Source: an optimization exercise on an open RTL-to-GDS flow (aim: small area). Production flows keep margins and buffers that such runs may drop.
The RTL was checked by simulation tests, not by an equivalence proof against the original design.
Power figures rest on the tool's default switching activity, not on a simulated workload.

==> flow/design.v, too long to show whole: its modules and the start of the top module <==
// module mul32_cs: 1687 lines
// module add64: 308 lines
// module wallace_drop: 220 lines
// module CSA63d: 9 lines
// module FPA1: 13 lines
// module FPA2: 15 lines
// module FPM1: 5 lines
// module FPM2: 7 lines
// module ALU: 32 lines
// module alu_stage1: 37 lines
// module alu_stage2: 19 lines
// module alu_core: 9 lines
module ALU(A, B, OP_SELECT, OUT, clk);
  // ...
==> flow/run.sh <==
#!/bin/bash
# synth_recipe.tcl (not shown) runs the flow's synth.tcl, then flattens the netlist and writes it again
# the make line also repeats each setting of config.mk as NAME=value (left out here)
make -C /OpenROAD-flow-scripts/flow DESIGN_CONFIG=/design/flow/config.mk WORK_HOME=/design/flow/orfs CLKGATE_MAP_FILE= SYNTH_SCRIPT=/design/flow/synth_recipe.tcl finish
==> flow/config.mk <==
export PLATFORM = sky130hd
export DESIGN_NAME = ALU
export DESIGN_NICKNAME = ALU
export VERILOG_FILES = /design/flow/design.v
export SDC_FILE = /design/flow/constraint.sdc
export NUM_CORES = 4
export LEC_CHECK = 0
export ABC_AREA = 1
export CAP_MARGIN = 20
export CORE_MARGIN = 2
export CORE_UTILIZATION = 40
export SLEW_MARGIN = 20
==> flow/constraint.sdc <==
create_clock -name core_clock -period 6.0 [get_ports {clk}]
set_input_delay 1.2000 -clock core_clock [delete_from_list [all_inputs] [get_ports {clk}]]
set_output_delay 1.2000 -clock core_clock [all_outputs]
set_load 0.01 [all_outputs]
==> run summary, run 1 <==
nature of the critical path startpoint=flip-flop; placed instance area=between 0.09 and 0.1 mm²; buffering overhead=roughly 6.1%; max incr delay on CP=about 690 ps; hold_sp=pipe[1205]; status=timing/DRC/antenna clean; Post-synth EDFFs=0; Critical Path AT=~6600 ps; Via-to-Cell Ratio=between 5 and 6; placed instance count=between 10000 and 15000; Least-Margin Pin Slew=1120 ps; Clock power frac=a little under a quarter; synthesized cell area=0.0856 mm²; DRT iter0 DRCs=around 4600; CTS buffer count=between 200 and 250; most frequent cell after synthesis=dfxtp_1; Final Setup Violations=0; Post-Synth XOR/XNOR Area=about 6.5%; setup TNS=0 ps; global route total overflow=0; Clock Pin Slew Worst Setup and Hold Paths=around 60 ps; R2R Path Start=b[13]; yosys warns=5; mux share of post-synthesis cell area=0.0468%; Synth-to-Final Area Change=18.3%; top_reg_cell synth=dfxtp_1; cell taking the most area after synthesis=dfxtp_1; Inverters, non-clock=a little over 700; Starting Density=40.3%; GRT Total Usage=around a quarter; Top Layer Used=met5; Synth Area in Compound Gates=between 8 and 9%; met2 Usage GRT=37.7%
==> module FPA1, before the edit <==
module FPA1(A, B, F);
	input  [31:0] A, B;
	output [33:0] F;
	wire swap = A[30:0] < B[30:0];
	wire [31:0] L = swap ? B : A;
	wire [22:0] sm = swap ? A[22:0] : B[22:0];
	wire [7:0] d = swap ? B[30:23] - A[30:23] : A[30:23] - B[30:23];
	wire sub = A[31] ^ B[31];
	wire [23:0] ma = {1'b1, L[22:0]};
	wire [23:0] mb = (|d[7:5] || (d[4] && d[3])) ? 24'd0 : ({1'b1, sm} >> d[4:0]);
	wire [24:0] r = {1'b0, ma} + {1'b0, mb ^ {24{sub}}} + {24'd0, sub};
	assign F = {L[31], L[30:23], r[24] & ~sub, r[23:0]};
endmodule
==> module FPA2, before the edit <==
module FPA2(F, SUM);
	input  [33:0] F;
	output [31:0] SUM;
	wire [24:0] v = F[24:0];
	reg [4:0] z;
	integer i;
	always @* begin
		z = 5'd1;
		for (i = 0; i < 25; i = i + 1)
			if (v[i]) z = 24 - i;
	end
	wire [24:0] n = v << z;
	wire [7:0] e = F[32:25] + 8'd1 - {3'd0, z};
	assign SUM = {F[33], e, n[23:1]};
endmodule
==> module alu_stage1, before the edit <==
module alu_stage1(a, b, op, x, y, drop);
	input  [31:0] a, b;
	input  [3:0]  op;
	output reg [63:0] x;
	output [63:0] y;
	output drop;
	wire cin   = (~op[1] & op[0]) | (op[2] & op[0]) | (~op[3] & op[1] & ~op[0]);
	wire neg_b = op[1];
	wire [31:0] ax = op[3] ? ~a : a;
	wire [31:0] bx = op[3] ? 32'd0 : (b ^ {32{neg_b}});
	wire [32:0] sum = {1'b0, ax} + {1'b0, bx} + {32'd0, cin};
	wire fpm = (op == 4'd7);
	wire [31:0] ma = fpm ? {8'd0, 1'b1, a[22:0]} : a;
	wire [31:0] mb = fpm ? {8'd0, 1'b1, b[22:0]} : b;
	wire [63:0] ra;
	mul32_cs mult(.A(ma), .B(mb), .RA(ra), .RB(y));
	wallace_drop wdrop(.A(a), .B(b), .D(drop));
	wire [33:0] fpa_f;
	wire [8:0]  fpm_e;
	FPA1 fpa(.A(a), .B({b[31] ^ neg_b, b[30:0]}), .F(fpa_f));
	FPM1 fpmul(.A(a), .B(b), .E(fpm_e));
	always @* begin
		case (op)
			4'd0, 4'd1, 4'd2, 4'd3: x = {31'd0, sum};
			4'd4:  x = ra;
			4'd5, 4'd6: x = {30'd0, fpa_f};
			4'd7:  x = {7'd0, fpm_e, ra[47:0]};
			4'd8:  x = {32'd0, a & b};
			4'd9:  x = {32'd0, a | b};
			4'd10: x = {32'd0, a ^ b};
			4'd11: x = {32'd0, ~(a & b)};
			4'd12: x = {32'd0, ~(a | b)};
			4'd13: x = {32'd0, ~(a ^ b)};
			default: x = {32'd0, sum[31:0]};
		endcase
	end
endmodule
==> module alu_stage2, before the edit <==
module alu_stage2(x, y, drop, op, res);
	input  [63:0] x, y;
	input         drop;
	input  [3:0]  op;
	output reg [63:0] res;
	wire [63:0] p;
	add64 final_add(.A(x), .B(y), .S(p));
	wire [31:0] fpa_sum, fpm_prod;
	FPA2 fpa(.F(x[33:0]), .SUM(fpa_sum));
	FPM2 fpmul(.E(x[56:48]), .MP(p[47:0]), .PRODUCT(fpm_prod));
	always @* begin
		case (op)
			4'd4:  res = {p[63] & ~drop, p[62:0]};
			4'd5, 4'd6: res = {32'd0, fpa_sum};
			4'd7:  res = {32'd0, fpm_prod};
			default: res = x;
		endcase
	end
endmodule
==> inputs of run 2 (changes only) <==
--- a/flow/design.v
+++ b/flow/design.v
@@ -2222,9 +2222,12 @@
 	assign CARRY = {M[61:0],1'b0};
 	assign DROP = M[62];
 endmodule
-module FPA1(A, B, F);
+module FPA1(A, B, FS, FE, MX, MY, FSUB);
 	input  [31:0] A, B;
-	output [33:0] F;
+	output FS;
+	output [7:0] FE;
+	output [24:0] MX, MY;
+	output FSUB;
 	wire swap = A[30:0] < B[30:0];
 	wire [31:0] L = swap ? B : A;
 	wire [22:0] sm = swap ? A[22:0] : B[22:0];
@@ -2232,13 +2235,19 @@
 	wire sub = A[31] ^ B[31];
 	wire [23:0] ma = {1'b1, L[22:0]};
 	wire [23:0] mb = (|d[7:5] || (d[4] && d[3])) ? 24'd0 : ({1'b1, sm} >> d[4:0]);
-	wire [24:0] r = {1'b0, ma} + {1'b0, mb ^ {24{sub}}} + {24'd0, sub};
-	assign F = {L[31], L[30:23], r[24] & ~sub, r[23:0]};
-endmodule
-module FPA2(F, SUM);
-	input  [33:0] F;
+	assign MX = {ma, sub};
+	assign MY = {mb ^ {24{sub}}, sub};
+	assign FS = L[31];
+	assign FE = L[30:23];
+	assign FSUB = sub;
+endmodule
+module FPA2(FS, FE, R, FSUB, SUM);
+	input  FS;
+	input  [7:0] FE;
+	input  [24:0] R;
+	input  FSUB;
 	output [31:0] SUM;
-	wire [24:0] v = F[24:0];
+	wire [24:0] v = {R[24] & ~FSUB, R[23:0]};
 	reg [4:0] z;
 	integer i;
 	always @* begin
@@ -2247,8 +2256,8 @@
 			if (v[i]) z = 24 - i;
 	end
 	wire [24:0] n = v << z;
-	wire [7:0] e = F[32:25] + 8'd1 - {3'd0, z};
-	assign SUM = {F[33], e, n[23:1]};
+	wire [7:0] e = FE + 8'd1 - {3'd0, z};
+	assign SUM = {FS, e, n[23:1]};
 endmodule
 module FPM1(A, B, E);
 	input  [31:0] A, B;
@@ -2298,28 +2307,28 @@
 	input  [31:0] a, b;
 	input  [3:0]  op;
 	output reg [63:0] x;
-	output [63:0] y;
+	output reg [63:0] y;
 	output drop;
 	wire cin   = (~op[1] & op[0]) | (op[2] & op[0]) | (~op[3] & op[1] & ~op[0]);
 	wire neg_b = op[1];
 	wire [31:0] ax = op[3] ? ~a : a;
 	wire [31:0] bx = op[3] ? 32'd0 : (b ^ {32{neg_b}});
-	wire [32:0] sum = {1'b0, ax} + {1'b0, bx} + {32'd0, cin};
 	wire fpm = (op == 4'd7);
 	wire [31:0] ma = fpm ? {8'd0, 1'b1, a[22:0]} : a;
 	wire [31:0] mb = fpm ? {8'd0, 1'b1, b[22:0]} : b;
-	wire [63:0] ra;
-	mul32_cs mult(.A(ma), .B(mb), .RA(ra), .RB(y));
+	wire [63:0] ra, rb;
+	mul32_cs mult(.A(ma), .B(mb), .RA(ra), .RB(rb));
 	wallace_drop wdrop(.A(a), .B(b), .D(drop));
-	wire [33:0] fpa_f;
+	wire fs, fsub;
+	wire [7:0] fe;
+	wire [24:0] fmx, fmy;
 	wire [8:0]  fpm_e;
-	FPA1 fpa(.A(a), .B({b[31] ^ neg_b, b[30:0]}), .F(fpa_f));
+	FPA1 fpa(.A(a), .B({b[31] ^ neg_b, b[30:0]}), .FS(fs), .FE(fe), .MX(fmx), .MY(fmy), .FSUB(fsub));
 	FPM1 fpmul(.A(a), .B(b), .E(fpm_e));
 	always @* begin
 		case (op)
-			4'd0, 4'd1, 4'd2, 4'd3: x = {31'd0, sum};
 			4'd4:  x = ra;
-			4'd5, 4'd6: x = {30'd0, fpa_f};
+			4'd5, 4'd6: x = {28'd0, fs, fe, fsub, 1'b0, fmx};
 			4'd7:  x = {7'd0, fpm_e, ra[47:0]};
 			4'd8:  x = {32'd0, a & b};
 			4'd9:  x = {32'd0, a | b};
@@ -2327,7 +2336,12 @@
 			4'd11: x = {32'd0, ~(a & b)};
 			4'd12: x = {32'd0, ~(a | b)};
 			4'd13: x = {32'd0, ~(a ^ b)};
-			default: x = {32'd0, sum[31:0]};
+			default: x = {31'd0, ax, cin};
+		endcase
+		case (op)
+			4'd4, 4'd7: y = rb;
+			4'd5, 4'd6: y = {39'd0, fmy};
+			default: y = {31'd0, bx, cin};
 		endcase
 	end
 endmodule
@@ -2339,13 +2353,15 @@
 	wire [63:0] p;
 	add64 final_add(.A(x), .B(y), .S(p));
 	wire [31:0] fpa_sum, fpm_prod;
-	FPA2 fpa(.F(x[33:0]), .SUM(fpa_sum));
+	FPA2 fpa(.FS(x[35]), .FE(x[34:27]), .FSUB(x[26]), .R(p[25:1]), .SUM(fpa_sum));
 	FPM2 fpmul(.E(x[56:48]), .MP(p[47:0]), .PRODUCT(fpm_prod));
 	always @* begin
 		case (op)
 			4'd4:  res = {p[63] & ~drop, p[62:0]};
 			4'd5, 4'd6: res = {32'd0, fpa_sum};
 			4'd7:  res = {32'd0, fpm_prod};
+			4'd0, 4'd1, 4'd2, 4'd3: res = {31'd0, p[33:1]};
+			4'd14, 4'd15: res = {32'd0, p[32:1]};
 			default: res = x;
 		endcase
 	end
==> run summary, run 2 <==
status=timing/DRC/antenna clean; commonest cells in the netlist=dfxtp_1 (2441), nand2_1 (630), o22ai_1 (550); die area=0.212 mm²; Required @ worst endpoint=6720 ps; Synth-to-Final Area Change=16.1%; Vias=52125; Synth top area share=about three fifths; synthesized cell area=0.0833 mm² (-2.7%); Clock Pin Slew Worst Setup and Hold Paths=70 ps (about the same); latest clock arrival within the worst-skew pair=890 ps; WS Path Type=flip-flop to flip-flop; net count after synthesis=just under 8000; commonest non-fill, non-tap cell in the layout=dfxtp_1; yosys warns=5 (unchanged); register-to-register setup slack=230 ps; clock sink count=2441; CP max stage cell=fa_1; GRT Total Usage=21.7% (-1.7 points); CTS buffer count=220 (+0.92%); Static Leak=a little over 0.04 µW; Fill cells=~19000; Detail Route Antenna Nets=0; Starting Density=40.2% (-0.076 points); vias in the first global route=~52000; largest net degree at the start of global routing=38; Pre-antenna DRT Iters=7; Final Setup Violations=0 (unchanged); DRT iter0 DRCs=4791 (+3.6%); first-pass GRT wire length=340 mm; f_max=between 150 and 200 MHz; Least-Margin Pin Slew=1060 ps (-63.7 ps); RSZ-0062 raised after global routing=no; Via-to-Cell Ratio=5.05 (+0.91%); share of flip-flops with an asynchronous set or reset=0%; Hold WC Path Type=flip-flop to flip-flop; Clock Tree Buf Depth=3; top_reg_cell synth=dfxtp_1; H-Tree Depth=4; PwrDens=roughly 580 mW/mm²; Avg WL per Cell=22.5 µm; dpl hpwl=about 170 mm; share of layout cells above drive strength 1=10.7%; Critical Path AT=6490 ps (-130 ps); setup TNS=0 ps (unchanged); register area share after synthesis=between 50% and 60%; crit end category=flip-flop; nature of the critical path startpoint=flip-flop; Tcrit/Tclk final=96.1%; core area=between 0.2 and 0.25 mm²; initial antenna violation count=13; Biggest register=pipe; num rows=~170; GP Congestion=0.953; Residual DRC=0; port buffer count=132; top area cells in the synthesized netlist=dfxtp_1 (59%), fa_1 (12%), xor2_1 (5.6%); CTS tree=built; Final Hold Fails=0; die height=460 µm; cell taking the most area after synthesis=dfxtp_1; final WL=232 mm; max reg flops=around 2200; Clock Skew=approximately 130 ps; Critical Path, Cell by Cell=inv_1 -> nor2_1 -> inv_1 -> nor2_1 -> buf_4 -> nor2_1 -> inv_1 -> buf_4 -> buf_4 -> o22ai_1 -> xor2_1 -> fa_1 -> inv_1 -> fa_1 -> inv_1 -> fa_1 -> fa_1 -> fa_1 -> o32ai_1; distinct cell type count after synthesis=65; biggest regs=pipe: 2240 flops, x2: 64 flops, y2: 64 flops; global route total overflow=0 (unchanged); Die Width=around 460 µm; Slew Limit Fails=0; Register Area=between 0.04 and 0.05 mm²; CP Max Fanout=15; post-layout net count=between 8000 and 9000; most frequent cell after synthesis=dfxtp_1; Tmin final=between 5000 and 6000 ps; max incr delay on CP=560 ps (-130 ps); reported max-cap violation count=0; placed instance area=0.0889 mm² (-5.0%); clock root cell=clkbuf_16; area occupied by multi-input gates=approximately 0.03 mm²; post-route design area=0.0967 mm²; most frequent cells in the layout=dfxtp_1 (2439), nand2_1 (628), o22ai_1 (550); Rel. slew slack=28.4%; synthesized area per cell=approximately 12 µm²; #FFs+latches synth=between 2000 and 2500; Post-synth EDFFs=0 (unchanged); IO Count=roughly 130; hold buffers post-CTS=0; Peak VDD IR=between 0.3 and 0.4 mV; Gate Count Post-Synth=~7000
==> run 2: cell types whose count changed after synthesis, sizes merged, moves of 35 or more <==
cell,before,now
ha,296,241
xor2,607,536
nand2,803,641
o22ai,515,550
o21ai,238,180
inv,688,482
==> run 2: path summary, 6_finish.rpt <==
kind                   from         to  depth (start not counted)
setup / recovery      op[2]     x2[51]                         19
hold / removal    pipe[411]  pipe[475]                          0
setup reg to reg      op[2]     x2[51]                         19
hold reg to reg   pipe[411]  pipe[475]                          0
==> run 2: critical path: cells and delay by family (launching register included) <==
| kind | cells | cell delay, ps |
|---|---|---|
| AO/OA/AOI/OAI | 2 | 470 |
| buffers and inverters | 8 | 1600 |
| XOR/XNOR | 1 | 190 |
| adder cells (fa/ha/maj) | 5 | 2410 |
| AND/OR/NAND/NOR | 3 | 470 |
| flip-flops | 1 | 490 |
==> run 2: layer usage <==
metal | track usage, % | share of wire (%) | vias to the layer above
met5 | 0 | 0.021 | -
met1 | 27.1 | 40 | 25428
met4 | 13.6 | 6.6 | 8
li1 | - | - | 23706
met2 | 34.3 | 45 | 2391
met3 | 4.65 | 8.0 | 592
==> run 2: through the flow <==
step                      std cells  setup slack, ps  util [%]  total power (µW)  hold WS, ps
after floorplan                7107              599         -             34300          310
after global placement         9907              166      42.9             42000          309
after detailed placement       9907              179      42.9             42300          312
after CTS                     10311              213      46.6             56800          239
after global routing          10321             16.4      46.7             60100          246
final                         10323              234      46.7             56500          245
==> run 2: cell type report <==
cell class,count,area share (%)
timing repair buffer,463,4.21
clock buffer,324,6.79
sequential,2441,50.6
multi-input combinational,3710,31.6
clock inverter,80,1.19
tap,2788,3.61
inverter,506,1.98
antenna,11,0.0285
==> run 2: cell families (layout without fill, tap and decap cells) <==
logic type	count (synthesis)	after routing	share of synthesized area [%]
AO/OA/AOI/OAI	1081	1081	8.16
XOR/XNOR	587	587	6.17
adder cells (fa/ha/maj)	735	735	15.5
buffers and inverters	956	1373	4.77
flip-flops	2441	2441	58.7
multiplexers	1	1	0.0120
other	0	11	0
AND/OR/NAND/NOR	1306	1306	6.70
==> run 2: power by group <==
group | total [µW] | internal, µW | switching (µW)
clock | 14200 | 8220 | 5940
combinational | 20100 | 8080 | 12000
sequential | 22300 | 21100 | 1190
total | 56500 | 37400 | 19100
==> run 2: repair_timing <==
item / in CTS / in global routing
resized for setup: 0 / 10
endpoints found under the setup margin: 0 / 7
setup buffers: 0 / 1
==> inputs of run 3 (changes only) <==
--- a/flow/design.v
+++ b/flow/design.v
@@ -2306,13 +2306,16 @@
 module alu_stage1(a, b, op, x, y, drop);
 	input  [31:0] a, b;
 	input  [3:0]  op;
-	output reg [63:0] x;
-	output reg [63:0] y;
+	output [63:0] x;
+	output [63:0] y;
 	output drop;
 	wire cin   = (~op[1] & op[0]) | (op[2] & op[0]) | (~op[3] & op[1] & ~op[0]);
 	wire neg_b = op[1];
-	wire [31:0] ax = op[3] ? ~a : a;
-	wire [31:0] bx = op[3] ? 32'd0 : (b ^ {32{neg_b}});
+	wire mulop = (op == 4'd4) | (op == 4'd7);
+	wire fpaop = (op == 4'd5) | (op == 4'd6);
+	wire nota  = op[3] & op[2] & op[1];   
+	wire [31:0] ax = nota ? ~a : a;
+	wire [31:0] bx = nota ? 32'd0 : (b ^ {32{neg_b & ~op[3]}});
 	wire fpm = (op == 4'd7);
 	wire [31:0] ma = fpm ? {8'd0, 1'b1, a[22:0]} : a;
 	wire [31:0] mb = fpm ? {8'd0, 1'b1, b[22:0]} : b;
@@ -2325,25 +2328,12 @@
 	wire [8:0]  fpm_e;
 	FPA1 fpa(.A(a), .B({b[31] ^ neg_b, b[30:0]}), .FS(fs), .FE(fe), .MX(fmx), .MY(fmy), .FSUB(fsub));
 	FPM1 fpmul(.A(a), .B(b), .E(fpm_e));
-	always @* begin
-		case (op)
-			4'd4:  x = ra;
-			4'd5, 4'd6: x = {28'd0, fs, fe, fsub, 1'b0, fmx};
-			4'd7:  x = {7'd0, fpm_e, ra[47:0]};
-			4'd8:  x = {32'd0, a & b};
-			4'd9:  x = {32'd0, a | b};
-			4'd10: x = {32'd0, a ^ b};
-			4'd11: x = {32'd0, ~(a & b)};
-			4'd12: x = {32'd0, ~(a | b)};
-			4'd13: x = {32'd0, ~(a ^ b)};
-			default: x = {31'd0, ax, cin};
-		endcase
-		case (op)
-			4'd4, 4'd7: y = rb;
-			4'd5, 4'd6: y = {39'd0, fmy};
-			default: y = {31'd0, bx, cin};
-		endcase
-	end
+	assign x = mulop ? {fpm ? {7'd0, fpm_e} : ra[63:48], ra[47:0]} :
+	           fpaop ? {28'd0, fs, fe, fsub, 1'b0, fmx} :
+	                   {31'd0, ax, cin};
+	assign y = mulop ? rb :
+	           fpaop ? {39'd0, fmy} :
+	                   {31'd0, bx, cin};
 endmodule
 module alu_stage2(x, y, drop, op, res);
 	input  [63:0] x, y;
@@ -2355,6 +2345,11 @@
 	wire [31:0] fpa_sum, fpm_prod;
 	FPA2 fpa(.FS(x[35]), .FE(x[34:27]), .FSUB(x[26]), .R(p[25:1]), .SUM(fpa_sum));
 	FPM2 fpmul(.E(x[56:48]), .MP(p[47:0]), .PRODUCT(fpm_prod));
+	wire [31:0] la = x[32:1], lb = y[32:1];
+	wire use_g = (op[2:0] == 3'd0) | (op[2:0] == 3'd1) | (op[2:0] == 3'd3) | (op[2:0] == 3'd4);
+	wire use_t = (op[2:0] == 3'd1) | (op[2:0] == 3'd2) | (op[2:0] == 3'd4) | (op[2:0] == 3'd5);
+	wire inv   = (op[2:0] == 3'd3) | (op[2:0] == 3'd4) | (op[2:0] == 3'd5);
+	wire [31:0] lres = (((la & lb) & {32{use_g}}) | ((la ^ lb) & {32{use_t}})) ^ {32{inv}};
 	always @* begin
 		case (op)
 			4'd4:  res = {p[63] & ~drop, p[62:0]};
@@ -2362,7 +2357,7 @@
 			4'd7:  res = {32'd0, fpm_prod};
 			4'd0, 4'd1, 4'd2, 4'd3: res = {31'd0, p[33:1]};
 			4'd14, 4'd15: res = {32'd0, p[32:1]};
-			default: res = x;
+			default: res = {32'd0, lres};
 		endcase
 	end
 endmodule
--- a/flow/config.mk
+++ b/flow/config.mk
@@ -8,5 +8,7 @@
 export ABC_AREA = 1
 export CAP_MARGIN = 20
 export CORE_MARGIN = 2
-export CORE_UTILIZATION = 40
+export CORE_UTILIZATION = 65
+export CTS_CLUSTER_DIAMETER = 100
+export CTS_CLUSTER_SIZE = 24
 export SLEW_MARGIN = 20
==> run summary, run 3 <==
status=timing/DRC/antenna clean; CP Max Fanout=25 (+10); Hold Path Sink=pipe[1225]; hold buffers post-CTS=0 (unchanged); dpl hpwl=150 mm (-9.8%); final WL=232 mm (-0.23%); reg-to-reg endpoint=y2[32]; biggest regs=pipe: 2240 flops, x2: 64 flops, y2: 64 flops; Detail Route Antenna Nets=0 (unchanged); post-route design area=0.0890 mm² (-7.9%); Starting Density=65.4% (+25 points); clock root cell=clkbuf_16; Tmin final=5720 ps (-41.4 ps); GRT Total Usage=35.9% (+14 points); hold_sp=pipe[1161]; PwrDens=570 mW/mm² (-2.4%); share of layout cells above drive strength 1=7.07% (-3.7 points); crit end category=flip-flop; Critical Path AT=6360 ps (-130 ps); vias in the first global route=53556 (+2.8%); Clock Skew=41.1 ps (-90.6 ps); H-Tree Depth=3 (-1); first-pass GRT wire length=342 mm (+0.70%); commonest non-fill, non-tap cell in the layout=dfxtp_1; nature of the critical path startpoint=flip-flop; initial antenna violation count=10 (-3); synthesized cell area=0.0821 mm² (-1.5%); WHS=306 ps (+61.3 ps); Die Width=359 µm (-22%); CTS tree=built; post-layout net count=7813 (-4.1%); Gate Count Post-Synth=6988 (-1.7%); Residual DRC=0 (unchanged); f_max=175 MHz (+0.72%); latest clock arrival within the worst-skew pair=780 ps (-110 ps); core area=0.125 mm² (-39%); Hold WC Path Type=flip-flop to flip-flop; die area=0.129 mm² (-39%); Least-Margin Pin Slew=1180 ps (+123 ps); Tcrit/Tclk final=95.4% (-0.69 points); num rows=130 (-22%); commonest cells in the netlist=dfxtp_1 (2441), xor2_1 (592), o22ai_1 (546); Final Hold Fails=0 (unchanged); distinct cell type count after synthesis=55 (-15%); placed instance area=0.0858 mm² (-3.5%); Static Leak=0.0383 µW (-6.2%); top_reg_cell synth=dfxtp_1; top area cells in the synthesized netlist=dfxtp_1 (60%), fa_1 (12%), xor2_1 (6.3%); synthesized area per cell=11.7 µm² (+0.22%); Avg WL per Cell=26.5 µm (+18%); Vias=51658 (-0.90%); max reg flops=2240 (unchanged); share of flip-flops with an asynchronous set or reset=0% (unchanged); Peak VDD IR=0.507 mV (+46%); Synth-to-Final Area Change=8.51%; Required @ worst endpoint=6630 ps (-90 ps); yosys warns=4 (-1); R2R cell count=13 (-6); Via-to-Cell Ratio=5.92 (+17%); register-to-register setup slack=280 ps (+40 ps); clock sink count=2441 (unchanged); CTS buffer count=115 (-48%); reported max-cap violation count=0 (unchanged); Post-synth EDFFs=0 (unchanged); Hold Path Depth=0 (unchanged); Synth top area share=59.6% (+0.87 points); DRT iter0 DRCs=6347 (+32%); cell taking the most area after synthesis=dfxtp_1; Pre-antenna DRT Iters=12 (+5); WS Path Type=flip-flop to flip-flop; most frequent cells in the layout=dfxtp_1 (2441), xor2_1 (592), o22ai_1 (546); net count after synthesis=7737 (-2.2%); largest net degree at the start of global routing=61 (+61%); most frequent cell after synthesis=dfxtp_1; Final Setup Violations=0 (unchanged); Clock Pin Slew Worst Setup and Hold Paths=90 ps (+20 ps); GP Congestion=1.06 (+12%); IO Count=133 (unchanged); register area share after synthesis=59.6% (+0.87 points); global route total overflow=0 (unchanged); Rel. slew slack=21.3% (-7.1 points); Clock Tree Buf Depth=3 (unchanged); Biggest register=pipe; R2R Path Start=b[15]; Slew Limit Fails=0 (unchanged); #FFs+latches synth=2441 (unchanged); die height=359 µm (-22%); port buffer count=132 (unchanged)
==> run 3: cell types whose count changed in the layout (fill, tap and decap cells not counted), sizes merged, moves of 49 or more <==
cell	before	now
clkinv	70	21
buf	331	261
ha	241	186
xor2	536	592
nand2	641	546
clkbuf	324	115
inv	491	575
==> run 3: stage by stage <==
stage,util (%),power [µW],setup slack [ps],TNS (ps),instances
floorplan,-,34600,639,0,6988
global placement,68.4,41100,193,0,8594
detailed placement,68.4,41700,211,0,8594
CTS,70.9,50500,115,0,8724
global route,71.0,53700,-18.2,-18.2,8728
finish,71.0,50800,275,0,8733
==> run 3: cells by family after synthesis <==
kind of cell             Yosys count  synth area share, %
adder cells (fa/ha/maj)          680                 14.9
flip-flops                      2441                 59.6
AND/OR/NAND/NOR                 1197                 6.26
XOR/XNOR                         613                 6.54
buffers and inverters           1016                 5.07
AO/OA/AOI/OAI                   1041                 7.69
==> run 3: worst max-delay path by stage <==
stage / from / end / slack, ps
2_1_floorplan: x2[0] / pipe[30] / 640
3_3_place_gp: x2[0] / pipe[29] / 190
3_5_place_dp: x2[0] / pipe[29] / 210
4_1_cts: x2[0] / pipe[30] / 110
5_1_grt: x2[0] / pipe[29] / -20
6_report: b[15] / y2[32] / 280
==> run 3: area by class of cell <==
class	instances	area (µm²)
Clock buffer	115	2880
Multi-Input combinational cell	3531	29200
Sequential cell	2441	48900
Timing Repair Buffer	393	3530
Tap cell	1650	2060
Fill cell	8558	36400
Clock inverter	15	320
Inverter	582	2190
Antenna cell	6	15.0
==> run 3: layer usage <==
metal / wire length [µm] / global-route usage (%) / up-vias / part of all wire [%]
met5: 66 / 0 / - / 0.029
met1: 84400 / 43.8 / 24713 / 36
li1: - / - / 22595 / -
met4: 19700 / 24.2 / 12 / 8.5
met2: 101000 / 54.6 / 3266 / 43
met3: 26800 / 11.7 / 1072 / 12
==> run 3: critical path: stages, from the launching register on <==
cell and delay (ps):
dfxtp_1 960, buf_4 340, nor2_1 110, a21oi_4 300
buf_12 270, o22ai_1 120, xor2_1 280, fa_1 500
fa_1 510, fa_1 450, fa_1 550, fa_1 450
fa_1 570, o22ai_1 110
==> run 3: timing repair <==
action / in CTS / in global routing
buffers inserted: 0 / 3
resized for setup: 0 / 8
setup endpoints to repair: 0 / 5
==> run 3: power breakdown <==
| part | internal (µW) | switching, µW |
|---|---|---|
| Sequential | 20700 | 1630 |
| Combinational | 7780 | 12200 |
| Clock | 3560 | 4950 |
| Total | 32100 | 18700 |
==> inputs of run 4 (changes only) <==
--- a/flow/config.mk
+++ b/flow/config.mk
@@ -9,6 +9,6 @@
 export CAP_MARGIN = 20
 export CORE_MARGIN = 2
 export CORE_UTILIZATION = 65
-export CTS_CLUSTER_DIAMETER = 100
-export CTS_CLUSTER_SIZE = 24
+export CTS_CLUSTER_DIAMETER = 105
+export CTS_CLUSTER_SIZE = 27
 export SLEW_MARGIN = 20
==> run summary, run 4 <==
top_reg_cell synth=dfxtp_1; Residual DRC=0 (unchanged); reported max-cap violation count=0 (unchanged); Clock Skew=47.3 ps (+6.24 ps); commonest cells in the netlist=dfxtp_1 (2441), xor2_1 (592), o22ai_1 (546); yosys warns=4 (unchanged); Simple-Gate Fraction of Synth Area=6.26% (unchanged); IO Count=133 (unchanged); Least-Margin Pin Slew=1190 ps (+12.8 ps); mux share of post-synthesis cell area=0% (unchanged); Non-Filler Instances=8719 (-0.16%); initial antenna violation count=14 (+4); Final Hold Fails=0 (unchanged); Biggest register=pipe; nature of the critical path startpoint=flip-flop; Die Width=359 µm (unchanged); status=timing/DRC/antenna clean; Synth-to-Final Area Change=8.11%; share of flip-flops with an asynchronous set or reset=0% (unchanged); PwrDens=565 mW/mm² (-0.87%); biggest regs=pipe: 2240 flops, x2: 64 flops, y2: 64 flops; Starting Density=65.4% (unchanged); placed instance count=8594 (unchanged); crit-path leading delay family=adder cells; CTS tree=built; Post-synth EDFFs=0 (unchanged); WS Path Type=flip-flop to flip-flop; CTS buffer count=103 (-10%); Static Leak=0.0382 µW (-0.42%); Final Setup Violations=0 (unchanged); most frequent cells in the layout=dfxtp_1 (2441), xor2_1 (592), o22ai_1 (546); R2R cell count=13 (unchanged); synthesized cell area=0.0821 mm² (unchanged); num rows=130 (unchanged); Clock Pin Slew Worst Setup and Hold Paths=100 ps (about the same); port buffer count=132 (unchanged); clock sink count=2441 (unchanged); Peak VDD IR=0.522 mV (+2.9%); Slew Limit Fails=0 (unchanged); register area share after synthesis=59.6% (unchanged); f_max=173 MHz (-0.77%); commonest non-fill, non-tap cell in the layout=dfxtp_1; Required @ worst endpoint=6610 ps (-20 ps); DRT iter0 DRCs=6198 (-2.3%); share of layout cells above drive strength 1=6.87% (-0.20 points); max reg flops=2240 (unchanged); setup TNS=0 ps (unchanged); Post-Synth XOR/XNOR Area=6.54% (unchanged); most frequent cell after synthesis=dfxtp_1; Critical Path, Cell by Cell=buf_4 -> nor2_1 -> a21oi_4 -> buf_12 -> o22ai_1 -> xor2_1 -> fa_1 -> fa_1 -> fa_1 -> fa_1 -> fa_1 -> fa_1 -> o22ai_1; RSZ-0062 raised after global routing=no; CP startpoint=b[15]; CP max stage cell=dfxtp_1; WP buf/inv=2 (unchanged); H-Tree Depth=3 (unchanged); main combinational cell family by area after synthesis=adder cells; GRT Total Usage=35.5% (-0.42 points); critical path depth=13 (unchanged); die area=0.129 mm² (unchanged); dpl hpwl=150 mm (unchanged); top area cells in the synthesized netlist=dfxtp_1 (60%), fa_1 (12%), xor2_1 (6.3%); #FFs+latches synth=2441 (unchanged); final WL=229 mm (-0.99%); Rel. slew slack=20.3% (-0.97 points); Avg WL per Cell=26.3 µm (-0.83%); Vias=51821 (+0.32%); Synth Area in Adders=14.9% (unchanged); post-layout net count=7801 (-0.15%); Hold WC Path Type=flip-flop to flip-flop; Pre-antenna DRT Iters=9 (-3); CP Max Fanout=25 (unchanged); vias in the first global route=53244 (-0.58%); max incr delay on CP=1040 ps (+80 ps); global route total overflow=0 (unchanged); Gate Count Post-Synth=6988 (unchanged); Critical Path AT=6370 ps (about the same); Most common cell on crit path=fa_1; hold_sp=pipe[2104]; cell taking the most area after synthesis=dfxtp_1; net count after synthesis=7737 (unchanged); Tcrit/Tclk final=96.2% (+0.74 points); R2R Path Start=b[15]; synthesized area per cell=11.7 µm² (unchanged); Hold Path Depth=0 (unchanged); crit end category=flip-flop; distinct cell type count after synthesis=55 (unchanged); Detail Route Antenna Nets=0 (unchanged); clock root cell=clkbuf_16; GP Congestion=1.06 (unchanged); latest clock arrival within the worst-skew pair=780 ps (about the same); Clock Tree Buf Depth=3 (unchanged); Synth Area in Compound Gates=7.69% (unchanged); Tmin final=5770 ps (+44.6 ps); Via-to-Cell Ratio=5.94 (+0.48%); largest net degree at the start of global routing=61 (unchanged); core area=0.125 mm² (unchanged); Synth top area share=59.6% (unchanged); die height=359 µm (unchanged); first-pass GRT wire length=339 mm (-1.1%)
## run 4: cell count changes in the layout (fill, tap and decap cells not counted), sizes merged
cell	previous run	this run
clkbuf	115	104
bufinv	1	0
diode	6	5
inv	575	574
## run 4: metal layers
| layer | wire [µm] | global-route usage [%] | share of wire (%) | vias up |
|---|---|---|---|---|
| met5 | 59 | 0 | 0.026 | - |
| met4 | 18700 | 23.7 | 8.2 | 10 |
| met3 | 26300 | 11.0 | 11 | 1049 |
| met2 | 100000 | 54.2 | 44 | 3292 |
| met1 | 83800 | 43.6 | 37 | 24894 |
| li1 | - | - | - | 22576 |
## run 4: logic make-up after synthesis
| group | after synthesis |
|---|---|
| XOR/XNOR | 613 |
| adder cells (fa/ha/maj) | 680 |
| flip-flops | 2441 |
| AO/OA/AOI/OAI | 1041 |
| buffers and inverters | 1016 |
| AND/OR/NAND/NOR | 1197 |
## run 4: area by class of cell
type                            count  area (µm²)
Sequential cell                  2441       48900
Fill cell                        8554       36700
Antenna cell                        5        12.5
Inverter                          582        2190
Clock buffer                      104        2580
Multi-Input combinational cell   3531       29200
Tap cell                         1650        2060
Clock inverter                     13         300
Timing Repair Buffer              393        3530
## run 4: final timing paths
kind                      to  slack (ps)
setup / recovery      y2[32]         230
setup reg to reg      y2[32]         230
hold reg to reg   pipe[2168]         300
hold / removal    pipe[2168]         300
## run 4: where the power goes
group | switching [µW] | internal [µW]
Clock | 4830 | 3180
Combinational | 12100 | 7770
Sequential | 1610 | 20700
Total | 18500 | 31700
## run 4: repair_timing
action,4_1_cts,5_1_grt
endpoints found under the hold margin,0,0
gates resized for setup,0,8
buffers inserted,0,3
hold buffers,0,0
setup endpoints to repair,0,5
## run 4: stage by stage
step | setup slack, ps | instance area, µm² | utilization [%] | hold slack [ps] | total power (µW)
after floorplan | 639 | 82100 | - | 310 | 34600
after global placement | 193 | 85800 | 68.4 | 309 | 41100
after detailed placement | 211 | 85800 | 68.4 | 312 | 41700
after CTS | 178 | 88600 | 70.7 | 304 | 50000
after global routing | 26.0 | 88700 | 70.7 | 305 | 53200
final | 231 | 88700 | 70.7 | 304 | 50200
==> inputs of run 5 (changes only) <==
==> flow/flow/run.sh (new file) <==
#!/bin/bash
# The standard layout (standard.sh, unchanged synthesis), with two
# changes to how the layout is made:
#  - clock tree synthesis adds no dummy loads and clusters up to 24 sinks
#    per leaf buffer, so the clock tree uses fewer buffers;
#  - the port buffers are buf_2 cells instead of the resizer's pick.
# standard.sh's full output goes to standard.log in this folder; ORFS's own
# per-step logs are under orfs/logs/.
set -euo pipefail
export CTS_ARGS="-sink_clustering_enable -repair_clock_nets -dont_use_dummy_load -sink_clustering_size 24 -sink_clustering_max_diameter 100"
export BUFFER_PORTS_ARGS="-buffer_cell sky130_fd_sc_hd__buf_2"
bash standard.sh > standard.log 2>&1
==> flow/standard.sh (new file) <==
#!/bin/bash
# synth_recipe.tcl (not shown) runs the flow's synth.tcl, then flattens the netlist and writes it again
# the make line also repeats each setting of config.mk as NAME=value (left out here)
make -C /OpenROAD-flow-scripts/flow DESIGN_CONFIG=/design/flow/config.mk WORK_HOME=/design/flow/orfs CLKGATE_MAP_FILE= SYNTH_SCRIPT=/design/flow/synth_recipe.tcl "${@:-finish}"
--- a/flow/config.mk
+++ b/flow/config.mk
@@ -9,6 +9,4 @@
 export CAP_MARGIN = 20
 export CORE_MARGIN = 2
 export CORE_UTILIZATION = 65
-export CTS_CLUSTER_DIAMETER = 105
-export CTS_CLUSTER_SIZE = 27
 export SLEW_MARGIN = 20
removed: flow/run.sh
==> run summary, run 5 <==
status=complete, but fails checks; SO Faults=antenna violations; #FFs+latches synth=2441 (unchanged); commonest non-fill, non-tap cell in the layout=dfxtp_1; Final Hold Fails=0 (unchanged); Synth top area share=59.6% (unchanged); largest net degree at the start of global routing=63 (+3.3%); first-pass GRT wire length=339 mm (+0.15%); sequential fraction of design power=45.1% (+0.6 points); switching share of power=36.3% (-0.60 points); Residual DRC=0 (unchanged); CP startpoint=op[3]; placed instance area=0.0852 mm² (-0.68%); setup TNS=0 ps (unchanged); hold buffers post-CTS=0 (unchanged); Biggest register=pipe; Clock Tree Buf Depth=3 (unchanged); Post-Synth XOR/XNOR Area=6.54% (unchanged); mux share of post-synthesis cell area=0% (unchanged); Post-synth EDFFs=0 (unchanged); hold_sp=pipe[1792]; Combinational Power Share=38.5% (-1.0 points); M1 GR Usage=44.6% (+1.0 points); crit end category=flip-flop; total power=49500 µW (-1.3%); Simple-Gate Fraction of Synth Area=6.26% (unchanged); Least-Margin Pin Slew=1140 ps (-56.2 ps); Static Leak=0.0383 µW (+0.45%); vias in the first global route=52741 (-0.94%); synthesized area per cell=11.7 µm² (unchanged); reg-to-reg endpoint=y2[36]; biggest regs=pipe: 2240 flops, x2: 64 flops, y2: 64 flops; Pint=31600 µW (-0.37%); share of flip-flops with an asynchronous set or reset=0% (unchanged); Via-to-Cell Ratio=5.92 (-0.43%); Synth Area in Adders=14.9% (unchanged); die height=359 µm (unchanged); IO Count=133 (unchanged); post-layout net count=7837 (+0.46%); f_max=173 MHz (-0.16%); crit path to=y2[36]; Gate Count Post-Synth=6988 (unchanged); final WL=230 mm (+0.33%); Hold Path Depth=0 (unchanged); Avg WL per Cell=26.3 µm (about the same); initial antenna violation count=7 (-7); Synth-to-Final Area Change=7.36%; met2 Usage GRT=53.4% (-0.80 points); Rel. slew slack=24.1% (+3.8 points); Peak VDD IR=0.425 mV (-19%); RSZ-0062 raised after global routing=no; Hold WC Path Type=flip-flop to flip-flop; WS Path Type=flip-flop to flip-flop; Clock power frac=16.4% (+0.4 points); CTS buffer count=115 (+12%); global route total overflow=0 (unchanged); most frequent cell after synthesis=dfxtp_1; Starting Density=65.4% (unchanged); top_reg_cell synth=dfxtp_1; post-CTS setup buffer count=0 (unchanged); die area=0.129 mm² (unchanged); Slew Limit Fails=0 (unchanged); clock sink count=2441 (unchanged); Top Usage Layer GRT=met2; max reg flops=2240 (unchanged); Required @ worst endpoint=6590 ps (-20 ps); main combinational cell family by area after synthesis=adder cells; Critical Path AT=6370 ps (about the same); register area share after synthesis=59.6% (unchanged); Clock Skew=71.5 ps (+24.2 ps); Synth Area in Compound Gates=7.69% (unchanged); yosys warns=4 (unchanged); latest clock arrival within the worst-skew pair=740 ps (-40 ps); clock root cell=clkbuf_16; Die Width=359 µm (unchanged); PwrDens=562 mW/mm² (-0.61%); Tmin final=5780 ps (+9.47 ps); reported max-cap violation count=0 (unchanged); Final Setup Violations=0 (unchanged); R2R cell count=18 (+5); R2R Path Start=op[3]; Tcrit/Tclk final=96.3% (+0.16 points); synthesized cell area=0.0821 mm² (unchanged); Detail Route Antenna Nets=1 (+1); register-to-register setup slack=220 ps (about the same); most frequent cells in the layout=dfxtp_1 (2441), xor2_1 (592), o22ai_1 (546); num rows=130 (unchanged); port buffer count=132 (unchanged); core area=0.125 mm² (unchanged); GP Congestion=1.05 (-1.5%); share of layout cells above drive strength 1=9.00% (+2.1 points); post-route design area=0.0881 mm² (-0.70%); Vias=51747 (-0.14%); Clock Pin Slew Worst Setup and Hold Paths=90 ps (about the same); top area cells in the synthesized netlist=dfxtp_1 (60%), fa_1 (12%), xor2_1 (6.3%); CP Max Fanout=14 (-44%); NetSw=18000 µW (-2.9%); CTS tree=built; Pre-antenna DRT Iters=7 (-2); cell taking the most area after synthesis=dfxtp_1; GRT Total Usage=35.5% (about the same); distinct cell type count after synthesis=55 (unchanged); commonest cells in the netlist=dfxtp_1 (2441), xor2_1 (592), o22ai_1 (546); H-Tree Depth=3 (unchanged); net count after synthesis=7737 (unchanged); dpl hpwl=156 mm (+3.8%); nature of the critical path startpoint=flip-flop; met3 Use GR=10.5% (-0.55 points); DRT iter0 DRCs=6151 (-0.76%)
==> run 5: changes by cell type in the layout (fill, tap and decap cells not counted), sizes merged <==
cell / previous run / this run
diode: 5 / 8
clkinv: 21 / 12
clkbuf: 104 / 115
buf: 261 / 417
clkdlybuf4s50: 132 / 0
inv: 574 / 570
==> run 5: critical path, stage by stage (launching register included) <==
cell and delay (ps):
dfxtp_1 440, nor2_1 110, inv_2 80, nor3_2 70, nor2_2 860, nand2_1 160
o22ai_1 330, inv_1 130, buf_4 230, o22ai_1 160, xor2_1 400, ha_1 350
fa_1 410, inv_1 120, fa_1 410, fa_1 390, fa_1 460, fa_1 490
nor2_1 40
==> run 5: cell families after synthesis <==
| logic type | count (synthesis) |
|---|---|
| flip-flops | 2441 |
| XOR/XNOR | 613 |
| buffers and inverters | 1016 |
| AO/OA/AOI/OAI | 1041 |
| adder cells (fa/ha/maj) | 680 |
| AND/OR/NAND/NOR | 1197 |
==> run 5: stage by stage <==
stage / setup slack [ps] / cells / hold WS [ps] / utilization (%)
floorplan: 639 / 6988 / 310 / -
global placement: 302 / 8621 / 310 / 67.9
detailed placement: 300 / 8621 / 312 / 67.9
CTS: 290 / 8736 / 286 / 70.2
global route: 14.6 / 8736 / 284 / 70.2
finish: 221 / 8744 / 280 / 70.2
==> run 5: per-layer routing <==
layer | vias to the layer above | share of wire, %
met4 | 2 | 8.4
met2 | 3278 | 43
met3 | 919 | 11
li1 | 22641 | -
met5 | - | 0.0057
met1 | 24907 | 37
==> run 5: cell type report <==
class	count	area, µm²
sequential	2441	48900
fill	8520	37300
multi-input combinational	3531	29100
timing repair buffer	417	2930
clock buffer	115	2880
inverter	582	2190
tap	1650	2060
antenna	8	20.0
==> run 5: power by group through the flow <==
| stage | registers, µW | clock network, µW | logic, µW |
|---|---|---|---|
| 2_1_floorplan | 21700 | 0 | 12900 |
| 3_3_place_gp | 22200 | 0 | 18300 |
| 3_5_place_dp | 22500 | 0 | 18400 |
| 4_1_cts | 22400 | 8290 | 18600 |
| 5_1_grt | 22600 | 8790 | 21200 |
| 6_report | 22300 | 8120 | 19100 |
==> run 5: repair_timing <==
item,4_1_cts,5_1_grt
endpoints found under the setup margin,0,3
gates resized for setup,0,3
hold endpoints to repair,0,0
==> run 5: worst min path at each step <==
stage	endpoint
floorplan	pipe[1000]
global placement	pipe[1672]
detailed placement	pipe[1271]
CTS	pipe[308]
global route	pipe[1856]
finish	pipe[1856]
==> inputs of run 6 (changes only) <==
--- a/flow/config.mk
+++ b/flow/config.mk
@@ -8,5 +8,5 @@
 export ABC_AREA = 1
 export CAP_MARGIN = 20
 export CORE_MARGIN = 2
-export CORE_UTILIZATION = 65
+export CORE_UTILIZATION = 64
 export SLEW_MARGIN = 20
==> run summary, run 6 <==
die area=0.131 mm² (+1.5%); post-layout net count=7843 (+0.077%); Static Leak=0.0384 µW (about the same); net count after synthesis=7737 (unchanged); num rows=131 (+0.77%); top_reg_cell synth=dfxtp_1; met2 Usage GRT=53.5% (+0.16 points); Top Usage Layer GRT=met2; CTS buffer count=115 (unchanged); CP Max Fanout=21 (+7); final WL=224 mm (-2.4%); WS Path Type=flip-flop to flip-flop; dpl hpwl=152 mm (-2.5%); Critical Path AT=6300 ps (-70 ps); clock root cell=clkbuf_16; largest net degree at the start of global routing=62 (-1.6%); Clock Pin Slew Worst Setup and Hold Paths=90 ps (about the same); CTS tree=built; Post-synth EDFFs=0 (unchanged); final worst slack=246 ps (+25.1 ps); GRT Total Usage=34.3% (-1.2 points); vias in the first global route=53412 (+1.3%); cell taking the most area after synthesis=dfxtp_1; core area=0.127 mm² (+1.6%); Pre-antenna DRT Iters=9 (+2); Peak VDD IR=0.624 mV (+47%); commonest non-fill, non-tap cell in the layout=dfxtp_1; Final Hold Fails=0 (unchanged); Via-to-Cell Ratio=5.83 (-1.6%); Clock Skew=148 ps (+76.3 ps); Least-Margin Pin Slew=1070 ps (-65.9 ps); Vias=51008 (-1.4%); Avg WL per Cell=25.6 µm (-2.5%); top area cells in the synthesized netlist=dfxtp_1 (60%), fa_1 (12%), xor2_1 (6.3%); Synth top area share=59.6% (unchanged); Gate Count Post-Synth=6988 (unchanged); Hold WC Path Type=flip-flop to flip-flop; Slew Limit Fails=0 (unchanged); f_max=174 MHz (+0.44%); max reg flops=2240 (unchanged); Rel. slew slack=28.5% (+4.4 points); Synth-to-Final Area Change=7.49%; status=timing/DRC/antenna clean; most frequent cells in the layout=dfxtp_1 (2441), xor2_1 (592), o22ai_1 (546); IO Count=133 (unchanged); share of layout cells above drive strength 1=8.94% (-0.064 points); Detail Route Antenna Nets=0 (-1); die height=362 µm (+0.77%); crit end category=flip-flop; synthesized area per cell=11.7 µm² (unchanged); register area share after synthesis=59.6% (unchanged); initial antenna violation count=5 (-2); Clock Tree Buf Depth=3 (unchanged); Starting Density=64.4% (-1.0 points); DRT iter0 DRCs=5646 (-8.2%); Residual DRC=0 (unchanged); H-Tree Depth=3 (unchanged); #FFs+latches synth=2441 (unchanged); nature of the critical path startpoint=flip-flop; WHS=242 ps (-38.6 ps); hold buffers post-CTS=0 (unchanged); Required @ worst endpoint=6540 ps (-50 ps); share of flip-flops with an asynchronous set or reset=0% (unchanged); Post-Place Setup Slack=106 ps (-193 ps); Biggest register=pipe; clock sink count=2441 (unchanged); most frequent cell after synthesis=dfxtp_1; first-pass GRT wire length=334 mm (-1.6%); met3 Use GR=8.77% (-1.7 points); Tmin final=5750 ps (-25.1 ps); global route total overflow=0 (unchanged); Die Width=362 µm (+0.77%); Final Setup Violations=0 (unchanged); yosys warns=4 (unchanged); reported max-cap violation count=0 (unchanged); PwrDens=564 mW/mm² (+0.38%); synthesized cell area=0.0821 mm² (unchanged); Tcrit/Tclk final=95.9% (-0.42 points); latest clock arrival within the worst-skew pair=780 ps (+40 ps); biggest regs=pipe: 2240 flops, x2: 64 flops, y2: 64 flops; GP Congestion=0.992 (-5.3%); commonest cells in the netlist=dfxtp_1 (2441), xor2_1 (592), o22ai_1 (546); M1 GR Usage=42.1% (-2.5 points); distinct cell type count after synthesis=55 (unchanged); port buffer count=132 (unchanged)
-- run 6: worst paths after layout --
check,from,endpoint,slack [ps],depth (start not counted)
setup / recovery,op[1],y2[38],250,19
hold / removal,pipe[672],pipe[736],240,0
setup reg to reg,op[1],y2[38],250,19
hold reg to reg,pipe[672],pipe[736],240,0
-- run 6: critical path, stage by stage (launching register included) --
cell	delay [ps]
dfxtp_1	460
inv_1	110
nor2_1	180
inv_2	70
nor3_2	110
buf_4	310
inv_1	100
nand3_1	90
nand2_1	470
buf_4	450
o22ai_1	210
xor2_1	240
ha_1	200
inv_1	100
fa_1	510
fa_1	430
fa_1	530
fa_1	440
fa_1	490
nor2_1	40
-- run 6: repair_timing --
action | 4_1_cts | 5_1_grt
setup buffers | 0 | 2
gates resized for setup | 0 | 10
setup endpoints to repair | 0 | 13
-- run 6: metal layers --
metal | wire, µm | part of all wire (%)
met3 | 22800 | 10
met5 | 36 | 0.016
met1 | 83100 | 37
met2 | 100000 | 45
met4 | 18400 | 8.2
-- run 6: where the power goes --
part           switching (µW)  internal (µW)  leakage [µW]  total, µW
clock                    4670           3400       0.00142       8070
combinational           11800           7590        0.0168      19400
sequential               1580          20700        0.0201      22300
-- run 6: logic make-up after synthesis --
kind of cell | count (synthesis) | share of synthesized area, %
flops | 2441 | 59.6
xor+xnor | 613 | 6.54
simple gates | 1197 | 6.26
compound gates | 1041 | 7.69
buf+inv | 1016 | 5.07
fa+ha+maj | 680 | 14.9
-- run 6: per-stage QoR --
step | setup TNS [ps] | instances | area, µm² | power, µW | util, %
2_1_floorplan | 0 | 6988 | 82100 | 34600 | -
3_3_place_gp | 0 | 8637 | 85300 | 40800 | 67.0
3_5_place_dp | 0 | 8637 | 85300 | 41300 | 67.0
4_1_cts | 0 | 8752 | 88200 | 49800 | 69.2
5_1_grt | -49.8 | 8754 | 88200 | 53000 | 69.3
6_report | 0 | 8755 | 88200 | 49800 | 69.3
-- run 6: area by class of cell --
type	instances	area [µm²]
sequential	2441	48900
fill	8667	39200
multi-input combinational	3531	29200
timing repair buffer	423	3030
clock buffer	115	2880
inverter	582	2190
tap	1662	2080
antenna	1	2.50
==> inputs of run 7 (changes only) <==
--- a/flow/config.mk
+++ b/flow/config.mk
@@ -8,5 +8,5 @@
 export ABC_AREA = 1
 export CAP_MARGIN = 20
 export CORE_MARGIN = 2
-export CORE_UTILIZATION = 64
+export CORE_UTILIZATION = 72
 export SLEW_MARGIN = 20
==> run summary, run 7 <==
distinct cell type count after synthesis=55 (unchanged); last stage reached=global routing; placed instance count=8447 (-2.2%); dpl hpwl=168 mm (+11%); largest net degree at the start of global routing=67; initial antenna violation count=64; CTS buffer count=112 (-2.6%); synthesized cell area=0.0821 mm² (unchanged); synthesized area per cell=11.7 µm² (unchanged); Post-synth EDFFs=0 (unchanged); Gate Count Post-Synth=6988 (unchanged); GP Congestion=1.03 (+4.0%); top_reg_cell synth=dfxtp_1; H-Tree Depth=3 (unchanged); Synth top area share=59.6% (unchanged); die height=342 µm (-5.7%); Log Error=[ERROR GRT-0232] Routing congestion too high. Check the congestion heatmap in the GUI.; post-CTS setup buffer count=0 (unchanged); #FFs+latches synth=2441 (unchanged); Post-Place Setup Slack=-196 ps (-302 ps); most frequent cell after synthesis=dfxtp_1; IO Count=133 (unchanged); Clock Tree Buf Depth=3 (unchanged); status=did not finish; register area share after synthesis=59.6% (unchanged); net count after synthesis=7737 (unchanged); port buffer count=132 (unchanged); Die Width=342 µm (-5.7%); clock root cell=clkbuf_16; Starting Density=72.7% (+8.3 points); clock sink count=2441 (unchanged); GRT Total Usage=approximately 66%; num rows=123 (-6.1%); top area cells in the synthesized netlist=dfxtp_1 (60%), fa_1 (12%), xor2_1 (6.3%); commonest cells in the netlist=dfxtp_1 (2441), xor2_1 (592), o22ai_1 (546); global route total overflow=92; share of flip-flops with an asynchronous set or reset=0% (unchanged); worst endpoint after global-route timing repair=y2[44]$_SDFF_PP0_/D; yosys warns=4 (unchanged); hold buffers post-CTS=0 (unchanged); cell taking the most area after synthesis=dfxtp_1; worst ep type=register input
run 7: cell counts after synthesis:
Identical to the previous run, type by type.
run 7: cells by family after synthesis:
family | count (synthesis) | share of synthesized area [%]
flip-flops | 2441 | 59.6
AND/OR/NAND/NOR | 1197 | 6.26
AO/OA/AOI/OAI | 1041 | 7.69
buffers and inverters | 1016 | 5.07
adder cells (fa/ha/maj) | 680 | 14.9
XOR/XNOR | 613 | 6.54
run 7: worst min-delay path by stage:
| stage | slack, ps | endpoint | depth (start not counted) |
|---|---|---|---|
| CTS | 280 | pipe[616] | 0 |
| detailed placement | 310 | pipe[1650] | 0 |
| floorplan | 310 | pipe[1000] | 0 |
| global placement | 310 | pipe[1912] | 0 |
run 7: metrics by stage:
step	utilization [%]	hold WS [ps]	area [µm²]
CTS	77.7	276	87600
detailed placement	75.2	312	84800
global placement	75.2	310	84800
floorplan	-	310	82100
run 7: what timing repair did:
item | 4_1_cts
gates resized for setup | 12
endpoints found under the setup margin | 9
pin swaps | 2
cloned | 0
run 7: power by group through the flow:
stage               Combinational (µW)  Clock [µW]  Sequential (µW)
detailed placement               19200           0            22700
global placement                 18100           0            22200
floorplan                        12900           0            21700
CTS                              20300        8230            22700
run 7: layer usage:
metal	overflow	GRT usage, %
met4	29	56.3
met2	40	82.9
met1	8	68.2
met3	12	52.9
met5	3	34.9
==> inputs of run 8 (changes only) <==
==> flow/flow/run.sh (replaced) <==
#!/bin/bash
# The standard layout (standard.sh, unchanged synthesis), with two
# changes to how the layout is made:
#  - clock tree synthesis adds no dummy loads and clusters up to 27 sinks
#    per leaf buffer, so the clock tree uses fewer buffers;
#  - the port buffers are buf_2 cells instead of the resizer's pick.
# standard.sh's full output goes to standard.log in this folder; ORFS's own
# per-step logs are under orfs/logs/.
set -euo pipefail
export CTS_ARGS="-sink_clustering_enable -repair_clock_nets -dont_use_dummy_load -sink_clustering_size 27 -sink_clustering_max_diameter 105"
export BUFFER_PORTS_ARGS="-buffer_cell sky130_fd_sc_hd__buf_2"
bash standard.sh > standard.log 2>&1
--- a/flow/config.mk
+++ b/flow/config.mk
@@ -8,5 +8,5 @@
 export ABC_AREA = 1
 export CAP_MARGIN = 20
 export CORE_MARGIN = 2
-export CORE_UTILIZATION = 72
+export CORE_UTILIZATION = 64
 export SLEW_MARGIN = 20
==> run summary, run 8 <==
num rows=131 (+6.5%); Pre-antenna DRT Iters=7; share of flip-flops with an asynchronous set or reset=0% (unchanged); initial antenna violation count=6; global route total overflow=0; Gate Count Post-Synth=6988 (unchanged); Rel. slew slack=28.6%; Clock Skew=~86 ps; Least-Margin Pin Slew=roughly 1100 ps; dpl hpwl=152 mm (-9.7%); Synth Area in Compound Gates=7.69% (unchanged); Die Width=362 µm (+6.0%); net count after synthesis=7737 (unchanged); Vias=a little over 50000; yosys warns=4 (unchanged); Clock Tree Buf Depth=3 (unchanged); nature of the critical path startpoint=flip-flop; total power=roughly 49000 µW; port buffer count=132 (unchanged); post-layout net count=7831; Synth Area in Adders=14.9% (unchanged); most frequent cells in the layout=dfxtp_1 (2441), xor2_1 (592), o22ai_1 (546); CTS buffer count=103 (-8.0%); Post-synth EDFFs=0 (unchanged); GRT Total Usage=34.4%; main combinational cell family by area after synthesis=adder cells; Post-Synth XOR/XNOR Area=6.54% (unchanged); R2R cell count=19; Required @ worst endpoint=roughly 6600 ps; Synth-to-Final Area Change=7.14%; IO Count=133 (unchanged); Register Area=0.0489 mm²; Biggest register=pipe; area occupied by multi-input gates=between 0.02 and 0.03 mm²; Hold WC Path Type=flip-flop to flip-flop; hold buffers post-CTS=0 (unchanged); commonest cells in the netlist=dfxtp_1 (2441), xor2_1 (592), o22ai_1 (546); synthesized cell area=0.0821 mm² (unchanged); core area=about 0.13 mm²; max reg flops=about 2200; Final Core Density=69.0%; first-pass GRT wire length=334 mm; final WL=225 mm; H-Tree Depth=3 (unchanged); most frequent cell after synthesis=dfxtp_1; top_reg_cell synth=dfxtp_1; Avg WL per Cell=roughly 26 µm; Static Leak=roughly 0.038 µW; die area=between 0.1 and 0.15 mm²; biggest regs=pipe: 2240 flops, x2: 64 flops, y2: 64 flops; reported max-cap violation count=0; mux share of post-synthesis cell area=0% (unchanged); Slew Limit Fails=0; latest clock arrival within the worst-skew pair=roughly 760 ps; CTS tree=built; synthesized area per cell=11.7 µm² (unchanged); Synth top area share=59.6% (unchanged); WS Path Type=flip-flop to flip-flop; Critical Path AT=between 6000 and 7000 ps; status=timing/DRC/antenna clean; f_max=between 150 and 200 MHz; Residual DRC=0; vias in the first global route=about 53000; DRT iter0 DRCs=about 5600; Tmin final=5760 ps; crit end category=flip-flop; Detail Route Antenna Nets=0; distinct cell type count after synthesis=55 (unchanged); PwrDens=between 500 and 600 mW/mm²; top area cells in the synthesized netlist=dfxtp_1 (60%), fa_1 (12%), xor2_1 (6.3%); Hold Path Depth=0; cell taking the most area after synthesis=dfxtp_1; die height=362 µm (+6.0%); CP Max Fanout=21; Tcrit/Tclk final=95.9%; largest net degree at the start of global routing=between 60 and 70; Peak VDD IR=about 0.62 mV; Via-to-Cell Ratio=about 5.8; GP Congestion=0.992 (-3.8%); #FFs+latches synth=2441 (unchanged); Starting Density=64.4% (-8.3 points); Clock Pin Slew Worst Setup and Hold Paths=roughly 110 ps; clock root cell=clkbuf_16; commonest non-fill, non-tap cell in the layout=dfxtp_1; Final Hold Fails=0; Fill cells=roughly 8700; register area share after synthesis=59.6% (unchanged); Simple-Gate Fraction of Synth Area=6.26% (unchanged); share of layout cells above drive strength 1=approximately 9%; Final Setup Violations=0; clock sink count=2441 (unchanged)
run 8: cell type report:
cell class / count / area share [%]
repair buffers: 423 / 3.45
multi-input cells: 3531 / 33.2
flip-flops and latches: 2441 / 55.6
clock buffers: 103 / 2.93
well taps: 1662 / 2.37
diodes: 7 / 0.0199
inverters: 582 / 2.49
run 8: what timing repair did:
action / in CTS / in global routing
endpoints found under the setup margin: 0 / 11
resized for setup: 0 / 10
buffers inserted: 0 / 2
run 8: final timing paths:
kind         slack [ps]      from   endpoint
min                 270  pipe[52]  pipe[116]
max                 240     op[1]     y2[38]
max reg2reg         240     op[1]     y2[38]
min reg2reg         270  pipe[52]  pipe[116]
run 8: per-layer routing:
layer | track usage [%] | vias to the layer above | part of all wire, %
met5 | 0 | - | 0.012
met1 | 42.6 | 24588 | 38
met4 | 22.4 | 4 | 8.0
li1 | - | 22620 | -
met2 | 53.9 | 2896 | 45
met3 | 8.64 | 922 | 9.7
run 8: cells by family after synthesis:
| group | count (synthesis) |
|---|---|
| AO/OA/AOI/OAI | 1041 |
| XOR/XNOR | 613 |
| adder cells (fa/ha/maj) | 680 |
| buffers and inverters | 1016 |
| flip-flops | 2441 |
| AND/OR/NAND/NOR | 1197 |
run 8: critical path: stages, from the launching register on:
cell and delay (ps):
dfxtp_1 470, inv_1 100, nor2_1 180, inv_2 70, nor3_2 110, buf_4 320
inv_1 100, nand3_1 90, nand2_1 470, buf_4 450, o22ai_1 210, xor2_1 230
ha_1 200, inv_1 100, fa_1 510, fa_1 430, fa_1 530, fa_1 440
fa_1 490, nor2_1 40
run 8: power breakdown:
part | switching [µW] | total [µW] | leakage [µW] | internal, µW
Sequential | 1590 | 22300 | 0.0201 | 20700
Combinational | 11900 | 19500 | 0.0168 | 7620
Clock | 4640 | 7710 | 0.00127 | 3070
run 8: metrics by stage:
stage / cells / hold slack, ps / setup TNS [ps] / instance area [µm²] / setup WS, ps
finish: 8749 / 265 / 0 / 87900 / 244
CTS: 8740 / 264 / 0 / 87900 / 77.2
global placement: 8637 / 309 / 0 / 85300 / 241
detailed placement: 8637 / 312 / 0 / 85300 / 106
global route: 8744 / 265 / -22.9 / 87900 / -22.9
floorplan: 6988 / 310 / 0 / 82100 / 639
==> inputs of run 9 (changes only) <==
==> flow/flow/run.sh (replaced) <==
#!/bin/bash
# The standard layout (standard.sh, unchanged synthesis), with two
# changes to how the layout is made:
#  - clock tree synthesis adds no dummy loads and clusters up to 29 sinks
#    per leaf buffer, so the clock tree uses fewer buffers;
#  - the port buffers are buf_2 cells instead of the resizer's pick.
# standard.sh's full output goes to standard.log in this folder; ORFS's own
# per-step logs are under orfs/logs/.
set -euo pipefail
export CTS_ARGS="-sink_clustering_enable -repair_clock_nets -dont_use_dummy_load -sink_clustering_size 29 -sink_clustering_max_diameter 110"
export BUFFER_PORTS_ARGS="-buffer_cell sky130_fd_sc_hd__buf_2"
bash standard.sh > standard.log 2>&1
==> run summary, run 9 <==
top_reg_cell synth=dfxtp_1; Biggest register=pipe; Synth-to-Final Area Change=6.97%; switching share of power=36.4% (-0.099 points); placed instance area=0.0853 mm² (unchanged); max incr delay on CP=590 ps (+60 ps); Final Setup Violations=0 (unchanged); f_max=173 MHz (-0.38%); num rows=131 (unchanged); Tcrit/Tclk final=96.3% (+0.37 points); H-Tree Depth=3 (unchanged); nature of the critical path startpoint=flip-flop; Combinational Power Share=39.4% (about the same); Tmin final=5780 ps (+22.1 ps); cell taking the most area after synthesis=dfxtp_1; Die Width=362 µm (unchanged); Required @ worst endpoint=6480 ps (-100 ps); WS Path Type=flip-flop to flip-flop; CP Max Fanout=20 (-4.8%); Static Leak=0.0382 µW (-0.16%); clock sink count=2441 (unchanged); Fill cells=8771 (+0.61%); IO Count=133 (unchanged); Clock power frac=15.3% (-0.3 points); Clock Skew=119 ps (+33.2 ps); Pint=31200 µW (-0.59%); final WL=223 mm (-0.90%); reported max-cap violation count=0 (unchanged); most frequent cells in the layout=dfxtp_1 (2441), xor2_1 (592), o22ai_1 (546); initial antenna violation count=12 (+6); biggest regs=pipe: 2240 flops, x2: 64 flops, y2: 64 flops; GRT Total Usage=34.1% (-0.35 points); max reg flops=2240 (unchanged); Post-synth EDFFs=0 (unchanged); most frequent cell after synthesis=dfxtp_1; Residual DRC=0 (unchanged); Most common cell on crit path=fa_1; sequential fraction of design power=45.3% (+0.2 points); register area share after synthesis=59.6% (unchanged); Critical Path AT=6260 ps (-70 ps); crit end category=flip-flop; post-route design area=0.0878 mm² (-0.16%); Register Area=0.0489 mm² (unchanged); PwrDens=560 mW/mm² (-0.59%); synthesized cell area=0.0821 mm² (unchanged); crit-path leading delay family=adder cells; CTS buffer count=98 (-4.9%); Gate Count Post-Synth=6988 (unchanged); Synth top area share=59.6% (unchanged); WP buf/inv=6 (unchanged); top area cells in the synthesized netlist=dfxtp_1 (60%), fa_1 (12%), xor2_1 (6.3%); Rel. slew slack=29.1% (+0.41 points); #FFs+latches synth=2441 (unchanged); die height=362 µm (unchanged); post-layout net count=7826 (-0.064%); CTS tree=built; yosys warns=4 (unchanged); area occupied by multi-input gates=0.0292 mm² (unchanged); latest clock arrival within the worst-skew pair=750 ps (about the same); global route total overflow=0 (unchanged); Pre-antenna DRT Iters=8 (+1); Avg WL per Cell=25.5 µm (-0.78%); dpl hpwl=152 mm (unchanged); vias in the first global route=53003 (-0.38%); status=timing/DRC/antenna clean; commonest cells in the netlist=dfxtp_1 (2441), xor2_1 (592), o22ai_1 (546); net count after synthesis=7737 (unchanged); Vias=50778 (-0.49%); setup TNS=0 ps (unchanged); largest net degree at the start of global routing=62 (unchanged); Peak VDD IR=0.628 mV (+0.84%)
==> run 9: cell count changes in the layout (fill, tap and decap cells not counted) <==
cell	change
clkbuf_16	-5
a21boi_1	-1
diode_2	-6
a21boi_0	+1
==> run 9: cell type report <==
| cell class | instances | share of cell area (%) |
|---|---|---|
| well taps | 1662 | 2.37 |
| clock buffers | 98 | 2.79 |
| flip-flops and latches | 2441 | 55.7 |
| diodes | 1 | 0.00285 |
| repair buffers | 423 | 3.46 |
| inverters | 582 | 2.49 |
| multi-input cells | 3531 | 33.2 |
==> run 9: power groups by stage <==
| stage | clock (µW) | combinational (µW) | sequential (µW) |
|---|---|---|---|
| 6_report | 7510 | 19300 | 22300 |
| 5_1_grt | 8220 | 21600 | 22600 |
| 4_1_cts | 7700 | 19100 | 22400 |
| 3_5_place_dp | 0 | 18700 | 22500 |
| 3_3_place_gp | 0 | 18500 | 22200 |
| 2_1_floorplan | 0 | 12900 | 21700 |
==> run 9: final timing paths <==
path | slack [ps] | startpoint | endpoint | cells past startpoint
setup / recovery | 220 | op[1] | y2[34] | 18
hold / removal | 270 | pipe[424] | pipe[488] | 0
setup reg to reg | 220 | op[1] | y2[34] | 18
hold reg to reg | 270 | pipe[424] | pipe[488] | 0
==> run 9: cells by family after synthesis <==
kind of cell | Yosys count | share of synthesized area (%)
DFF | 2441 | 59.6
and+or+nand+nor | 1197 | 6.26
AOI/OAI and AO/OA | 1041 | 7.69
buffers and inverters | 1016 | 5.07
adders and majority gates | 680 | 14.9
xor gates and xnor gates | 613 | 6.54
==> run 9: worst register-to-register path, cell delays in order, from the launching register on <==
cell     delay [ps]
dfxtp_1         470
inv_1           110
nor2_1          180
inv_2            70
nor3_2          120
buf_4           310
nor2_1           80
inv_1           560
o22ai_1         230
xor2_1          210
fa_1            590
inv_1            90
fa_1            500
inv_1            50
fa_1            410
fa_1            490
fa_1            520
fa_1            500
nor2_1           40
==> run 9: stage by stage <==
step,std cells,total power [µW]
after detailed placement,8637,41300
after CTS,8735,49100
after global placement,8637,40800
after global routing,8737,52400
final,8738,49100
after floorplan,6988,34600
==> run 9: layer usage <==
metal | track usage [%] | routed length, µm
met1 | 41.8 | 83500
met2 | 53.1 | 99300
met3 | 8.87 | 22100
met4 | 23.1 | 17900
met5 | 0 | 81
==> run 9: repair_timing <==
action / 4_1_cts / 5_1_grt
setup endpoints to repair: 0 / 12
setup buffers: 0 / 2
resized for setup: 0 / 9

## re-timing with driven ports
In the flow no input, the clock included, has a driving cell. The finished layouts below were timed again as built, in two steps. Step 1 assumes that a clkbuf_16 drives the clock port and a buf_2 every other input. Step 2 also shifts input and output timing later by t, the mid clock arrival at the registers, as if the neighbouring blocks saw the same clock. Three values: ideal ports, drivers, drivers and shift; two values: the first two.
run	t, ns	setup slack, ns	worst setup path after step 2	pins driven straight from the clock port
run 1	0.898	0.091 / 0.091 / 0.091	register to register	1
run 2	0.914	0.234 / 0.234 / 0.234	register to register	1
run 3	0.843	0.275 / 0.275 / 0.275	register to register	1
run 4	0.841	0.231 / 0.231 / 0.231	register to register	1
run 5	0.801	0.221 / 0.221 / 0.221	register to register	1
run 6	0.787	0.246 / 0.246 / 0.246	register to register	1
run 8	0.803	0.244 / 0.244 / 0.244	register to register	1
run 9	0.773	0.222 / 0.222 / 0.222	register to register	1
